This design comes from an exercise in tuning for small area on the open sky130 flow, not from production work. The RTL was checked by simulation tests, not by an equivalence proof against the original design. No activity file was given, so power comes from the tool's default toggle rates.

### design/flow/flow/run.sh
#!/bin/bash
# Layout flow for this design: the standard layout (standard.sh) with
#  - synthesis as standard.sh runs it, except that ABC maps the logic with
#    flow/abc.script (delay-optimal mapping with extra area recovery, without
#    the gate upsizing and buffering of ORFS's speed script; the resizer
#    buffers and sizes after placement). Registers are mapped before ABC
#    runs, so they are the standard synthesis's, with the same names and cells.
#  - buf_1 port buffers,
#  - a clock tree of clkbuf_8 clusters of at most 14 sinks, without dummy loads.
# Each tool's output goes to synth.log and layout.log in this folder; ORFS's
# per-step logs are under orfs/logs.
set -euo pipefail
here=$(pwd)
mkdir -p synth_scripts
for f in "$FLOW_HOME"/scripts/*; do ln -s "$f" synth_scripts/; done
rm synth_scripts/abc_speed.script
cp flow/abc.script synth_scripts/abc_speed.script
SCRIPTS_DIR=$here/synth_scripts bash standard.sh synth > synth.log 2>&1
export BUFFER_PORTS_ARGS="-buffer_cell sky130_fd_sc_hd__buf_1"
export CTS_ARGS="-sink_clustering_enable -repair_clock_nets -dont_use_dummy_load -buf_list sky130_fd_sc_hd__clkbuf_8 -sink_clustering_size 14 -sink_clustering_max_diameter 64"
bash standard.sh > layout.log 2>&1
### design/flow/flow/abc.script
&get -n
&st
&dch
&nf -F 10 -A 4
&put
topo
### design/flow/standard.sh
#!/bin/bash
# synth_recipe.tcl (not shown) runs the flow's synth.tcl, then flattens the netlist and writes it again
# the make line also repeats each setting of config.mk as NAME=value (left out here)
make -C /OpenROAD-flow-scripts/flow DESIGN_CONFIG=/design/flow/config.mk WORK_HOME=/design/flow/orfs CLKGATE_MAP_FILE= SYNTH_SCRIPT=/design/flow/synth_recipe.tcl "${@:-finish}"
### design/flow/config.mk
export PLATFORM = sky130hd
export DESIGN_NAME = cpu
export DESIGN_NICKNAME = cpu
export VERILOG_FILES = /design/flow/design.v
export SDC_FILE = /design/flow/constraint.sdc
export NUM_CORES = 4
export LEC_CHECK = 0
export CAP_MARGIN = 20
export CORE_MARGIN = 2
export CORE_UTILIZATION = 65
export PLACE_DENSITY = 0.72
export SLEW_MARGIN = 20
### design/flow/constraint.sdc
create_clock -name core_clock -period 7.0 [get_ports {CLK}]
set_input_delay 1.4000 -clock core_clock [delete_from_list [all_inputs] [get_ports {CLK}]]
set_output_delay 1.4000 -clock core_clock [all_outputs]
set_load 0.01 [all_outputs]
### design/flow/design.v
module ALU(
  input  [3:0]  OP,
  input         CIN,
  input  [15:0] A,
  input  [15:0] B,
  input  [15:0] M,
  output [1:0]  flgOut,
  output [15:0] out,
  output [15:0] P
  );
wire isAdd  = OP==4'd1;
wire isAddc = OP==4'd2;
wire isSub  = OP==4'd3;
wire isSubc = OP==4'd4;
wire sub    = isSub | isSubc;
wire cin    = isAddc ? CIN : isSub ? 1'b1 : isSubc ? ~CIN : 1'b0;
wire [15:0] bx = B ^ {16{sub}};
assign P = A ^ bx;
wire [16:0] sum = {1'b0, A} + {1'b0, bx} + {16'b0, cin};
wire big = |B[15:4];
function [15:0] rev;
  input [15:0] x;
  integer i;
  for (i = 0; i < 16; i = i + 1) rev[i] = x[15 - i];
endfunction
wire right = OP[1];
wire [15:0] shIn = right ? rev(A) : A;
wire [15:0] shl = shIn << B[3:0];
wire [15:0] shr = rev(shl);
wire [3:0] tt = OP == 4'd7 ? 4'b1000 : OP == 4'd8 ? 4'b1110 : OP == 4'd9 ? 4'b0011 : 4'b0110;
reg [15:0] lg;
integer li;
always @(*)
  for (li = 0; li < 16; li = li + 1) lg[li] = tt[{A[li], B[li]}];
wire selSum = OP >= 4'd1 && OP <= 4'd4;
wire selShl = OP == 4'd5 && !big;
wire selShr = OP == 4'd6 && !big;
wire selLg  = OP >= 4'd7 && OP <= 4'd10;
wire selM   = OP == 4'd11;
wire [15:0] r = ({16{selSum}} & sum[15:0]) | ({16{selShl}} & shl) | ({16{selShr}} & shr) |
                ({16{selLg}} & lg) | ({16{selM}} & M);
assign out = r;
wire carry = (isAdd | isAddc) & sum[16];
assign flgOut = {carry, ((r == 16'd0) | OP == 4'd11) & ~carry};
endmodule
module cpu(
  CLK,
  rst,
  MEMD,
  MEMRDY,
  addr,
  memDat,
  memWrite,
  halted
  );
input CLK;
input rst;
input [15:0] MEMD;
input MEMRDY;
output [31:0] addr;
output [15:0] memDat;
output memWrite;
output halted;
reg halt;
reg [15:0] os0, os1, os2, os3;  
reg c5, r5;                     
reg [5:0] ab5;                  
reg [15:0] registers[7:0];
reg [15:0] aS0, bS0;            
reg [31:0] abCombined;
reg [15:0] memOut;
reg memW;
reg [7:0] flags;
reg g, s;
reg [31:0] pCtr;
reg [31:0] stackPointer;
reg [1:0] addrMuxSelector;
assign halted = halt;
assign memDat = memOut;
assign memWrite = memW;
assign addr = addrMuxSelector == 2'd0 ? pCtr :
              addrMuxSelector == 2'd1 ? stackPointer : abCombined;
wire [6:0] op1 = os0[15:9];
wire [6:0] op2 = os1[15:9];
wire [6:0] op3 = os2[15:9];
wire [6:0] op4 = os3[15:9];
wire [2:0] aSel2 = os1[8:6];
wire [2:0] bSel2 = os1[5:3];
wire [2:0] cSel3 = os2[2:0];
wire [2:0] aSel4 = os3[8:6];
wire [2:0] bSel4 = os3[5:3];
wire [2:0] cSel4 = os3[2:0];
function blk;
  input [6:0] op;
  blk = (op >= 7'd42 && op <= 7'd45) || (op >= 7'd51 && op <= 7'd54) || op == 7'd60 || op == 7'd61;
endfunction
function isAlu;
  input [6:0] op;
  isAlu = op >= 7'd1 && op <= 7'd10;
endfunction
wire l3 = os2[15];
wire l4 = os3[15];
wire alu3 = isAlu(op3);
wire alu4 = isAlu(op4);
wire st3 = op3 == 7'd61;
wire jn4 = op4 == 7'd54;
wire cl4 = op4 == 7'd44;
wire pipeBlocked = halt || blk(op1) || blk(op2) || op2 == 7'd41 ||
                   blk(op3) || op3 == 7'd41 || blk(op4) || c5 || r5;
wire [2:0] pa = aSel2 | ({3{st3}} & cSel3) | ({3{jn4}} & aSel4) | ({3{c5}} & ab5[5:3]);
wire [2:0] pb = bSel2 | ({3{jn4}} & bSel4) | ({3{c5}} & ab5[2:0]);
wire [15:0] rA = registers[pa];
wire [15:0] rB = registers[pb];
wire [15:0] aluOut;
wire [1:0] aluFlags;
wire [15:0] aluP;
ALU alu(op3[3:0], flags[1], aS0, bS0, MEMD, aluFlags, aluOut, aluP);
wire same = ~|aluP;
reg greater;
integer gi;
always @(*) begin
  greater = 1'b0;
  for (gi = 0; gi < 16; gi = gi + 1)
    greater = aluP[gi] ? aS0[gi] : greater;
end
wire [15:0] lit4 = {1'b0, l3 ? os2[14:0] : os3[14:0]};
wire fw3 = op3 == 7'd40 || op3 == 7'd63 || alu3;
wire [15:0] x3 = l3 ? lit4 : alu3 ? aluOut : op3 == 7'd63 ? {8'd0, flags} : stackPointer[15:0];
wire [15:0] x4 = l4 ? lit4 : memOut;
wire aHit3 = (l3 && pa == 3'd7) || (fw3 && cSel3 == pa);
wire aHit4 = (l4 && pa == 3'd7) || (alu4 && cSel4 == pa);
wire aLsr = st3 && op4 == 7'd41 && cSel4 == pa;
wire bHit3 = (l3 && bSel2 == 3'd7) || (fw3 && cSel3 == bSel2);
wire bHit4 = (l4 && bSel2 == 3'd7) || (alu4 && cSel4 == bSel2);
wire [15:0] aNext = aHit3 ? x3 : aHit4 ? x4 : aLsr ? stackPointer[15:0] : rA;
wire [15:0] bNext = bHit3 ? x3 : bHit4 ? x4 : rB;
wire popHiN = !((l4 && cSel3 == 3'd7) || (op4 == 7'd40 && cSel4 == cSel3));
wire popLoN = !((l4 && cSel3 == 3'd7) || ((op4 == 7'd40 || op4 == 7'd63) && cSel4 == cSel3));
wire popHi = os3[4];
wire popLo = os3[3];
wire popW = op4 == 7'd43;
wire weHi = alu4 || l4 || op4 == 7'd40 || op4 == 7'd60 || (popW && popHi);
wire weLo = alu4 || l4 || op4 == 7'd40 || op4 == 7'd60 || op4 == 7'd63 || (popW && popLo);
wire [2:0] wSel = l4 ? 3'd7 : cSel4;
reg [15:0] wData;
always @(*) begin
  if (alu4 || l4 || popW) wData = x4;
  else if (op4 == 7'd40) wData = stackPointer[15:0];
  else if (op4 == 7'd60) wData = MEMD;
  else wData = {8'd0, flags};
end
wire spInc = op4 == 7'd43 || op4 == 7'd45 || op3 == 7'd45;
wire spDec = cl4 || op3 == 7'd44 || op2 == 7'd42;
reg [31:0] spStep;
reg spCarry;
integer si;
always @(*) begin
  spCarry = 1'b1;
  for (si = 0; si < 32; si = si + 1) begin
    spStep[si] = stackPointer[si] ^ spCarry;
    spCarry = spCarry & (stackPointer[si] ^ ~spInc);
  end
end
integer ri;
always @(posedge CLK) begin
  for (ri = 0; ri < 8; ri = ri + 1) begin
    if (rst || (weHi && wSel == ri)) registers[ri][15:8] <= rst ? 8'd0 : wData[15:8];
    if (rst || (weLo && wSel == ri)) registers[ri][7:0] <= rst ? 8'd0 : wData[7:0];
  end
end
always @(posedge CLK) begin
  aS0 <= aNext;
  bS0 <= bNext;
  if (!halt && op3 != 7'd53) abCombined <= {aS0, bS0};
  if (!halt) begin
    if (st3) memOut <= aNext;
    else if (op3 == 7'd44) memOut <= pCtr[31:16];
    else if (cl4) memOut <= pCtr[15:0];
    else if (op3 == 7'd62) memOut <= abCombined[31:16];
    else if (op3 == 7'd42) memOut <= aS0;
    else memOut <= aluOut;
  end
  ab5 <= os3[8:3];
end
always @(posedge CLK) begin
  if (rst) begin
    halt <= 1'b0;
    os0 <= 16'd0; os1 <= 16'd0; os2 <= 16'd0; os3 <= 16'd0;
    c5 <= 1'b0; r5 <= 1'b0;
    memW <= 1'b0;
    flags <= 8'd0;
    g <= 1'b0; s <= 1'b0;
    pCtr <= 32'd0;
    stackPointer <= 32'd0;
    addrMuxSelector <= 2'd0;
  end else begin
    if (op4 == 7'd59) begin
      halt <= 1'b1;
      os0 <= 16'd0; os1 <= 16'd0; os2 <= 16'd0; os3 <= 16'd0;
      c5 <= 1'b0; r5 <= 1'b0;
    end else begin
      os0 <= pipeBlocked ? 16'd0 : MEMD;
      os1 <= os0; os2 <= os1; os3 <= os2;
      if (op3 == 7'd43) os3[4:3] <= {popHiN, popLoN};
      c5 <= cl4; r5 <= op4 == 7'd45;
    end
    if (op3 == 7'd42 || op3 == 7'd44 || st3) memW <= 1'b1;
    else if (op4 == 7'd42 || op4 == 7'd61 || c5) memW <= 1'b0;
    if (alu4) flags <= {6'd0, aluFlags};
    else if (op4 == 7'd50) flags[7:5] <= {g, ~(g | s), s};
    else if (op4 == 7'd62) flags <= memOut[7:0];
    if (op3 == 7'd50) begin
      g <= greater;
      s <= same;
    end
    if (c5 || (jn4 && flags[3])) pCtr <= {rA, rB};
    else if (op4 == 7'd51 || (op4 == 7'd52 && s) || (op4 == 7'd53 && g)) pCtr <= abCombined;
    else if (op4 == 7'd45) pCtr[31:16] <= MEMD;
    else if (op3 == 7'd45) pCtr[15:0] <= MEMD;
    else if (!pipeBlocked) pCtr <= pCtr + 32'd1;
    if (op4 == 7'd41) stackPointer <= abCombined;
    else if (spInc || spDec) stackPointer <= spStep;
    if (c5 || r5 || op4 == 7'd42 || op4 == 7'd43 || op4 == 7'd60 || op4 == 7'd61) addrMuxSelector <= 2'd0;
    else if (op3 == 7'd60 || op3 == 7'd61 || op2 == 7'd60 || op2 == 7'd61) addrMuxSelector <= 2'd2;
    else if (op2 >= 7'd42 && op2 <= 7'd45) addrMuxSelector <= 2'd1;
  end
end
endmodule
==> impl_metrics.prom, run 1 <==
# TYPE chip_impl_metric gauge
chip_impl_metric{name="htreeDepth",unit=""} 1
chip_impl_info{name="post-synth-top-area-cell",value="edfxtp_1"} 1
chip_impl_metric{name="pin_count_of_the_biggest_net_entering_global_routing",unit=""} 59
chip_impl_info{name="synth.top_cells.by_count",value="295 x a21oi_1, 294 x nor2_1, 230 x nand2_1"} 1
chip_impl_metric{name="cts-hold-fix-buffers",unit=""} 0
chip_impl_metric{name="worstPathMaxFanout",unit=""} 37
chip_impl_metric{name="finish.utilization",unit=""} 0.719
chip_impl_metric{name="grt_pass1_wl",unit="mm"} 127
chip_impl_metric{name="dp_hpwl",unit="mm"} 60.2
chip_impl_metric{name="post-synth-top-area-fraction",unit=""} 0.256
chip_impl_metric{name="critical_path_arrival",unit="ns"} 6.34
chip_impl_metric{name="vias_per_cell",unit=""} 7.66
chip_impl_metric{name="synth_fp_nets",unit=""} 2343
chip_impl_metric{name="synthesis.area_per_instance",unit="um^2"} 8.94
chip_impl_metric{name="fill_cells",unit=""} 2456
chip_impl_metric{name="max_cap_violations",unit=""} 0
chip_impl_metric{name="p_total",unit="mW"} 4.87
chip_impl_metric{name="power_per_cell_area",unit="nW/um^2"} 216
chip_impl_metric{name="layout_setup_ws",unit="ns"} 1.17
chip_impl_metric{name="dr.pass1.iters",unit=""} 14
chip_impl_metric{name="core_region_area",unit="um^2"} 31400
chip_impl_metric{name="final-setup-viol-count",unit=""} 0
chip_impl_metric{name="number_of_warnings_reported_in_the_yosys_synthesis_log",unit=""} 3
chip_impl_metric{name="chipHeight",unit="um"} 182
chip_impl_metric{name="place.gp.congestion",unit=""} 1.08
chip_impl_info{name="run_status",value="complete, no violations"} 1
chip_impl_metric{name="vias_in_the_first_global_route",unit=""} 19800
chip_impl_info{name="cp_cell_sequence",value="or3b_1 > or3_1 > buf_4 > a21oi_1 > mux2i_1 > nor4_1 > buf_4 > nand4_1 > nor4_1 > buf_4 > and4_1 > and4_1 > nand4_1 > nor4_1 > xor2_1 > o21ai_0 > a21oi_1"} 1
chip_impl_info{name="critPathSlowestCell",value="nor4_1"} 1
chip_impl_metric{name="power_frac_seq",unit=""} 0.540
chip_impl_info{name="yosys.cell_count.top_type",value="a21oi_1"} 1
chip_impl_metric{name="final-hold-violation-count",unit=""} 0
chip_impl_metric{name="total_leakage_power",unit="nW"} 8.44
chip_impl_info{name="tritoncts",value="done"} 1
chip_impl_metric{name="max-slew-margin-rel",unit=""} 0.209
chip_impl_metric{name="setup-tns-final",unit="ns"} 0
chip_impl_info{name="worstHoldPathType",value="reg -> reg"} 1
chip_impl_info{name="dominant_register_cell_in_the_synthesized_netlist",value="dfxtp_1"} 1
chip_impl_metric{name="post_cts.resized_instances",unit=""} 0
chip_impl_metric{name="fraction_of_power_consumed_by_combinational_cells",unit=""} 0.238
chip_impl_metric{name="syn_area",unit="um^2"} 20600
chip_impl_metric{name="floorplan.rows",unit=""} 65
chip_impl_metric{name="port_buffers",unit=""} 67
chip_impl_metric{name="grt.total_usage",unit=""} 0.516
chip_impl_metric{name="routed-via-count",unit=""} 22200
chip_impl_metric{name="clock_insertion_delay_worst_skew",unit="ns"} 0.67
chip_impl_info{name="path_class",value="reg -> reg"} 1
chip_impl_metric{name="path_clk_slew",unit="ns"} 0.09
chip_impl_metric{name="areaGrowthSynthToFinish",unit="%"} 9.47
chip_impl_metric{name="max_freq",unit="MHz"} 171
chip_impl_metric{name="detail_route.wirelength",unit="mm"} 87.3
chip_impl_metric{name="fp.dieArea",unit="um^2"} 33100
chip_impl_metric{name="worst_slew_pin_slew",unit="ns"} 1.17
chip_impl_metric{name="sinks_on_clock_net",unit=""} 358
chip_impl_metric{name="layout_worst_path_cycle_share",unit=""} 0.833
chip_impl_metric{name="design.portCount",unit=""} 69
chip_impl_info{name="grt_setup_unrepaired",value="false"} 1
chip_impl_metric{name="drt.antenna.violating_nets",unit=""} 0
chip_impl_metric{name="synth_enable_flop_cells",unit=""} 176
chip_impl_metric{name="synth.yosys.seq_area_share",unit=""} 0.433
chip_impl_metric{name="place_ws",unit="ns"} 1.44
chip_impl_metric{name="sw_frac_of_total",unit=""} 0.351
chip_impl_info{name="critical_path.endpoint_type",value="flip-flop"} 1
chip_impl_metric{name="die_w",unit="um"} 182
chip_impl_metric{name="synth_seq_cells",unit=""} 358
chip_impl_metric{name="slew_viol_final",unit=""} 0
chip_impl_info{name="worstSetupStartpointType",value="flip-flop"} 1
chip_impl_metric{name="cts-buffers-inserted",unit=""} 31
chip_impl_metric{name="async_flop_share",unit=""} 0
chip_impl_metric{name="post_route_cells_drive_above_1_share",unit=""} 0.0616
chip_impl_metric{name="initial_antenna_violation_count",unit=""} 10
chip_impl_metric{name="worst_path_largest_cell_delay",unit="ns"} 0.63
chip_impl_metric{name="post_cts_buffers",unit=""} 0
chip_impl_info{name="cts.root.buffer_cell",value="clkbuf_8"} 1
chip_impl_metric{name="vdd.ir_drop.worst",unit="V"} 0.000196
chip_impl_metric{name="power.share.clock",unit=""} 0.223
chip_impl_metric{name="route.detailed.wl_per_inst",unit="um"} 30.1
chip_impl_metric{name="overflow",unit=""} 0
chip_impl_metric{name="total_switching_power",unit="mW"} 1.71
chip_impl_metric{name="finalClockSkew",unit="ns"} 0.0365
chip_impl_metric{name="critical_path_required",unit="ns"} 7.51
chip_impl_metric{name="drc_errors",unit=""} 0
chip_impl_metric{name="library_cells_used_by_synthesis",unit=""} 60
chip_impl_metric{name="nets",unit=""} 2524
chip_impl_metric{name="floorplan.initialDensity",unit=""} 0.656
chip_impl_metric{name="p_int",unit="mW"} 3.16
chip_impl_metric{name="final_period_minus_worst_setup_slack",unit="ns"} 5.83
chip_impl_info{name="post_synth_main_area_contributors",value="edfxtp_1 26%, dfxtp_1 18%, a21oi_1 7.2%"} 1
chip_impl_metric{name="postSynthCellCount",unit=""} 2304
chip_impl_metric{name="drtIter0Drc",unit=""} 4933
chip_impl_metric{name="clock_tree.buffer_depth",unit=""} 3
kinds of logic (layout without fill, tap and decap cells):
family | after synthesis | after routing | synth area share
and+or+nand+nor | 861 | 861 | 0.192
AOI/OAI and AO/OA | 837 | 837 | 0.254
DFF | 358 | 358 | 0.433
xor gates and xnor gates | 112 | 112 | 0.0476
muxes | 94 | 94 | 0.0564
buffers and inverters | 22 | 201 | 0.00401
adders and majority gates | 20 | 20 | 0.0129
other | 0 | 14 | 0
per-stage QoR:
| step | cells | instance area (um^2) | hold WS [ns] |
|---|---|---|---|
| 3_5_place_dp | 2854 | 22100 | 0.368 |
| 2_1_floorplan | 2304 | 20600 | 0.352 |
| 4_1_cts | 2885 | 22500 | 0.381 |
| 5_1_grt | 2886 | 22500 | 0.397 |
| 3_3_place_gp | 2854 | 22100 | 0.359 |
| 6_report | 2899 | 22600 | 0.379 |
sequential cells by signal, indices dropped and copies added (netlist names), 2 cells and up:
signal           count
aS0                 16
ab5                  6
abCombined          32
addrMuxSelector      2
bS0                 16
flags                8
memOut              16
os0                 16
os1                 16
os2                 16
os3                 16
pCtr                32
registers          128
stackPointer        32
worst max-delay path, delay by kind of cell (launching register included):
| kind | cells | cell delay, ns |
|---|---|---|
| XOR/XNOR | 1 | 0.12 |
| AND/OR/NAND/NOR | 9 | 3.67 |
| AO/OA/AOI/OAI | 3 | 0.53 |
| buffers and inverters | 3 | 0.71 |
| multiplexers | 1 | 0.24 |
| flip-flops | 1 | 0.39 |
final cells by class:
type	instances	area, um^2	area share
Clock buffer	31	427	0.0189
Inverter	22	82.6	0.00366
Timing Repair Buffer	148	863	0.0383
Tap cell	402	503	0.0223
Sequential cell	358	8930	0.396
Antenna cell	14	35.0	0.00155
Multi-Input combinational cell	1924	11700	0.519
metal layers:
layer	wire, um	vias up	part of all wire	GRT usage
met5	44	-	0.00050	0.0193
met4	8020	6	0.092	0.336
met3	15100	587	0.17	0.200
met2	34200	2236	0.39	0.721
met1	29800	10200	0.34	0.666
li1	-	9214	-	-
placed cells by master, fill, tap and decap left out, drive strengths merged, types with 6 or more instances in the layout:
cell / synthesis / layout
nor4: 25 / 25
ha: 18 / 18
a22oi: 100 / 100
a31oi: 14 / 14
nand2: 230 / 230
nor2b: 12 / 12
mux2: 17 / 17
nand2b: 28 / 28
o21a: 6 / 6
or2: 7 / 7
a22o: 14 / 14
nor2: 294 / 294
o211ai: 17 / 17
diode: 0 / 14
o21ai: 210 / 210
nor3: 60 / 60
edfxtp: 176 / 176
a211oi: 43 / 43
and2: 66 / 66
a221oi: 17 / 17
xor2: 39 / 39
nand3: 81 / 81
a21o: 19 / 19
nand4: 20 / 20
clkbuf: 0 / 32
clkinv: 22 / 22
a222oi: 40 / 40
or3: 10 / 10
a221o: 22 / 22
a31o: 8 / 8
xnor2: 73 / 73
buf: 0 / 147
dfxtp: 182 / 182
mux2i: 61 / 61
a21oi: 295 / 295
mux4: 16 / 16
final timing paths:
check	end	cells past startpoint	from	slack, ns
hold reg to reg	ab5[4]	0	os3[7]	0.38
setup / recovery	stackPointer[31]	17	os3[14]	1.17
setup reg to reg	stackPointer[31]	17	os3[14]	1.17
hold / removal	ab5[4]	0	os3[7]	0.38
power by group through the flow:
stage | Sequential [mW] | Clock, mW | Combinational, mW
after detailed placement | 2.64 | 0 | 1.08
after floorplan | 2.55 | 0 | 0.686
after global placement | 2.64 | 0 | 1.06
final | 2.63 | 1.09 | 1.16
after global routing | 2.62 | 1.13 | 1.22
after CTS | 2.60 | 1.06 | 1.09
==> run 2: changes to the inputs <==
--- a/design/flow/config.mk
+++ b/design/flow/config.mk
@@ -7,6 +7,6 @@
 export LEC_CHECK = 0
 export CAP_MARGIN = 20
 export CORE_MARGIN = 2
-export CORE_UTILIZATION = 65
-export PLACE_DENSITY = 0.72
+export CORE_UTILIZATION = 60
+export PLACE_DENSITY = 0.68
 export SLEW_MARGIN = 20
==> run 2 against run 1 <==
  * Still clean
  * Sequential share of layout area is 0.068 points lower
  * Critical path depth is 3 higher
  * Flip-flop and latch count stayed put
  * Critical endpoint is now memOut[15]
  * Largest power group unchanged
  * Highest routed layer unchanged
==> impl_metrics.prom, run 2 <==
# TYPE chip_impl_metric gauge
chip_impl_metric{name="fp.dieArea",unit="um^2"} 35800
chip_impl_metric{name="gr-usage-met1",unit=""} 0.640
chip_impl_metric{name="place_ws",unit="ns"} 1.42
chip_impl_metric{name="htreeDepth",unit=""} 2
chip_impl_info{name="cts.root.buffer_cell",value="clkbuf_8"} 1
chip_impl_metric{name="worst_hold_slack",unit="ns"} 0.382
chip_impl_info{name="post_synth_main_area_contributors",value="edfxtp_1 26%, dfxtp_1 18%, a21oi_1 7.2%"} 1
chip_impl_metric{name="synth.yosys.seq_area_share",unit=""} 0.433
chip_impl_metric{name="place.gp.congestion",unit=""} 1.02
chip_impl_metric{name="async_flop_share",unit=""} 0
chip_impl_metric{name="route.detailed.wl_per_inst",unit="um"} 29.9
chip_impl_metric{name="post-synth-top-area-fraction",unit=""} 0.256
chip_impl_metric{name="gr-usage-met2",unit=""} 0.668
chip_impl_info{name="run_status",value="complete, no violations"} 1
chip_impl_metric{name="critical_path_required",unit="ns"} 7.49
chip_impl_metric{name="routed-via-count",unit=""} 22000
chip_impl_info{name="grt_setup_unrepaired",value="false"} 1
chip_impl_metric{name="post_cts.resized_instances",unit=""} 0
chip_impl_metric{name="path_clk_slew",unit="ns"} 0.09
chip_impl_metric{name="drc_errors",unit=""} 0
chip_impl_info{name="layout_commonest_cell",value="a21oi_1"} 1
chip_impl_metric{name="worstPathMaxFanout",unit=""} 10
chip_impl_metric{name="fill_cells",unit=""} 2829
chip_impl_metric{name="max_cap_violations",unit=""} 0
chip_impl_metric{name="pin_count_of_the_biggest_net_entering_global_routing",unit=""} 64
chip_impl_metric{name="layout_worst_path_cycle_share",unit=""} 0.847
chip_impl_metric{name="drt.antenna.violating_nets",unit=""} 0
chip_impl_info{name="post-synth-top-area-cell",value="edfxtp_1"} 1
chip_impl_metric{name="sinks_on_clock_net",unit=""} 358
chip_impl_metric{name="slew_viol_final",unit=""} 0
chip_impl_info{name="registers.top_by_ff_count",value="registers"} 1
chip_impl_metric{name="vias_in_the_first_global_route",unit=""} 19300
chip_impl_metric{name="setup-tns-final",unit="ns"} 0
chip_impl_metric{name="vias_per_cell",unit=""} 7.49
chip_impl_metric{name="clock_tree.buffer_depth",unit=""} 3
chip_impl_metric{name="syn_area",unit="um^2"} 20600
chip_impl_metric{name="finish.utilization",unit=""} 0.671
chip_impl_metric{name="synth_fp_nets",unit=""} 2343
chip_impl_metric{name="grt_use_met3",unit=""} 0.161
chip_impl_metric{name="synth_seq_cells",unit=""} 358
chip_impl_info{name="synth.top_cells.by_count",value="295 x a21oi_1, 294 x nor2_1, 230 x nand2_1"} 1
chip_impl_metric{name="finalClockSkew",unit="ns"} 0.0609
chip_impl_info{name="critical_path.endpoint_type",value="flip-flop"} 1
chip_impl_metric{name="worst_slew_pin_slew",unit="ns"} 1.28
chip_impl_metric{name="detail_route.wirelength",unit="mm"} 87.7
chip_impl_metric{name="post_route_cells_drive_above_1_share",unit=""} 0.0621
chip_impl_metric{name="post_cts_buffers",unit=""} 0
chip_impl_metric{name="core_region_area",unit="um^2"} 33700
chip_impl_metric{name="dr.pass1.iters",unit=""} 10
chip_impl_metric{name="die_w",unit="um"} 189
chip_impl_info{name="yosys.cell_count.top_type",value="a21oi_1"} 1
chip_impl_metric{name="vdd.ir_drop.worst",unit="V"} 0.000207
chip_impl_info{name="layout_common_cells",value="292 x a21oi_1, 286 x nor2_1, 229 x nand2_1"} 1
chip_impl_metric{name="max-slew-margin-rel",unit=""} 0.135
chip_impl_metric{name="max_freq",unit="MHz"} 169
chip_impl_info{name="top_usage_layer",value="met2"} 1
chip_impl_metric{name="reg2reg_slack",unit="ns"} 1.07
chip_impl_info{name="tritoncts",value="done"} 1
chip_impl_info{name="dominant_register_cell_in_the_synthesized_netlist",value="dfxtp_1"} 1
chip_impl_metric{name="grt_pass1_wl",unit="mm"} 126
chip_impl_metric{name="chipHeight",unit="um"} 189
chip_impl_metric{name="number_of_warnings_reported_in_the_yosys_synthesis_log",unit=""} 3
chip_impl_metric{name="library_cells_used_by_synthesis",unit=""} 60
chip_impl_metric{name="final-hold-violation-count",unit=""} 0
chip_impl_metric{name="power_per_cell_area",unit="nW/um^2"} 217
chip_impl_metric{name="final-setup-viol-count",unit=""} 0
chip_impl_metric{name="grt.total_usage",unit=""} 0.478
chip_impl_metric{name="synthesis.area_per_instance",unit="um^2"} 8.94
chip_impl_metric{name="critical_path_arrival",unit="ns"} 6.42
chip_impl_info{name="worstHoldPathType",value="reg -> reg"} 1
chip_impl_info{name="worstSetupStartpointType",value="flip-flop"} 1
chip_impl_metric{name="cts-buffers-inserted",unit=""} 34
chip_impl_info{name="path_class",value="reg -> reg"} 1
chip_impl_metric{name="overflow",unit=""} 0
chip_impl_metric{name="nets",unit=""} 2520
chip_impl_metric{name="areaGrowthSynthToFinish",unit="%"} 9.66
chip_impl_metric{name="design.portCount",unit=""} 69
chip_impl_metric{name="clock_insertion_delay_worst_skew",unit="ns"} 0.64
chip_impl_metric{name="postSynthCellCount",unit=""} 2304
chip_impl_metric{name="cts-hold-fix-buffers",unit=""} 0
chip_impl_metric{name="largest_register_ff_count",unit=""} 128
chip_impl_metric{name="synth_enable_flop_cells",unit=""} 176
chip_impl_metric{name="drtIter0Drc",unit=""} 4152
chip_impl_metric{name="layout_setup_ws",unit="ns"} 1.07
chip_impl_metric{name="final_period_minus_worst_setup_slack",unit="ns"} 5.93
chip_impl_metric{name="total_leakage_power",unit="nW"} 8.42
chip_impl_metric{name="initial_antenna_violation_count",unit=""} 8
chip_impl_metric{name="floorplan.initialDensity",unit=""} 0.611
chip_impl_metric{name="dp_hpwl",unit="mm"} 60.4
chip_impl_metric{name="floorplan.rows",unit=""} 67
chip_impl_metric{name="port_buffers",unit=""} 67
==> run 2: cell count changes in the layout (fill, tap and decap cells not counted), sizes merged <==
cell / before / now
diode: 14 / 8
buf: 147 / 140
clkbuf: 32 / 35
==> run 2: cell families after synthesis <==
group	share of synthesized area
flops	0.433
compound gates	0.254
fa+ha+maj	0.0129
xor+xnor	0.0476
mux	0.0564
buf+inv	0.00401
simple gates	0.192
==> run 2: path summary, 6_finish.rpt <==
| kind | from | end | cells after the start |
|---|---|---|---|
| setup reg to reg | os2[9] | memOut[15] | 20 |
| hold reg to reg | os3[6] | ab5[3] | 0 |
| setup / recovery | os2[9] | memOut[15] | 20 |
| hold / removal | os3[6] | ab5[3] | 0 |
==> run 2: final cells by class <==
type	count	area, um^2	area share
multi-input cells	1924	11700	0.519
flip-flops and latches	358	8930	0.395
repair buffers	141	811	0.0359
well taps	448	561	0.0248
clock buffers	34	468	0.0207
inverters	22	82.6	0.00365
diodes	8	20.0	0.000886
==> run 2: worst max-delay path: stages, from the launching register on <==
cell      delay [ns]
dfxtp_1         0.73
or2_0           0.56
a21oi_1         0.21
o21ai_2         0.31
buf_4           0.31
xnor2_1         0.15
fa_1            0.47
nand3_1         0.14
nand2_1         0.13
a221oi_1        0.47
nor2_1          0.11
o21ai_0         0.22
nand2b_1        0.10
a21oi_1         0.18
xor2_1          0.08
o21ai_0         0.79
nor2_1          0.09
a211oi_1        0.33
nor2_1          0.08
a21oi_1         0.18
a221o_1         0.17
==> run 2: stage by stage <==
stage	instances	power, mW	area, um^2
3_5_place_dp	2893	3.73	22100
3_3_place_gp	2893	3.71	22100
5_1_grt	2927	5.03	22600
2_1_floorplan	2304	3.24	20600
4_1_cts	2927	4.82	22600
6_report	2935	4.91	22600
==> run 2: layer usage <==
layer  vias up  routed length, um
met3       437              14400
met4         6               6560
met2      2030              35300
met1     10300              31400
met5         -                 49
li1       9214                  -
==> run 2: where the power goes <==
group | switching [mW] | total [mW] | internal (mW) | leakage [nW]
logic | 0.744 | 1.15 | 0.402 | 4.81
clock network | 0.701 | 1.14 | 0.436 | 0.245
registers | 0.260 | 2.63 | 2.37 | 3.37

## re-timing with driven ports
How much do the figures lean on ideal ports? The routed layouts below were timed once more, with nothing changed but the port constraints.
Step 1 (the two cells are an assumption about what drives the block):
set clk [get_ports {CLK}]
set_driving_cell -lib_cell sky130_fd_sc_hd__clkbuf_16 $clk
set_driving_cell -lib_cell sky130_fd_sc_hd__buf_2 [delete_from_list [all_inputs] $clk]
Step 2 times the ports against the registers' clock, not the clock port: input delays grow and output delays shrink by t, the midpoint of the rising clock arrivals with the driver on.
Slacks: ideal ports / drivers / drivers and shift; pairs: ideal ports / drivers.
| run | shift t [ns] | setup slack, ns | pins driven straight from the clock port |
|---|---|---|---|
| run 1 | 0.710 | 1.169 / 1.169 / 1.169 | 1 |
| run 2 | 0.662 | 1.074 / 1.074 / 1.074 | 1 |
After both steps setup and hold are still met in every run listed.
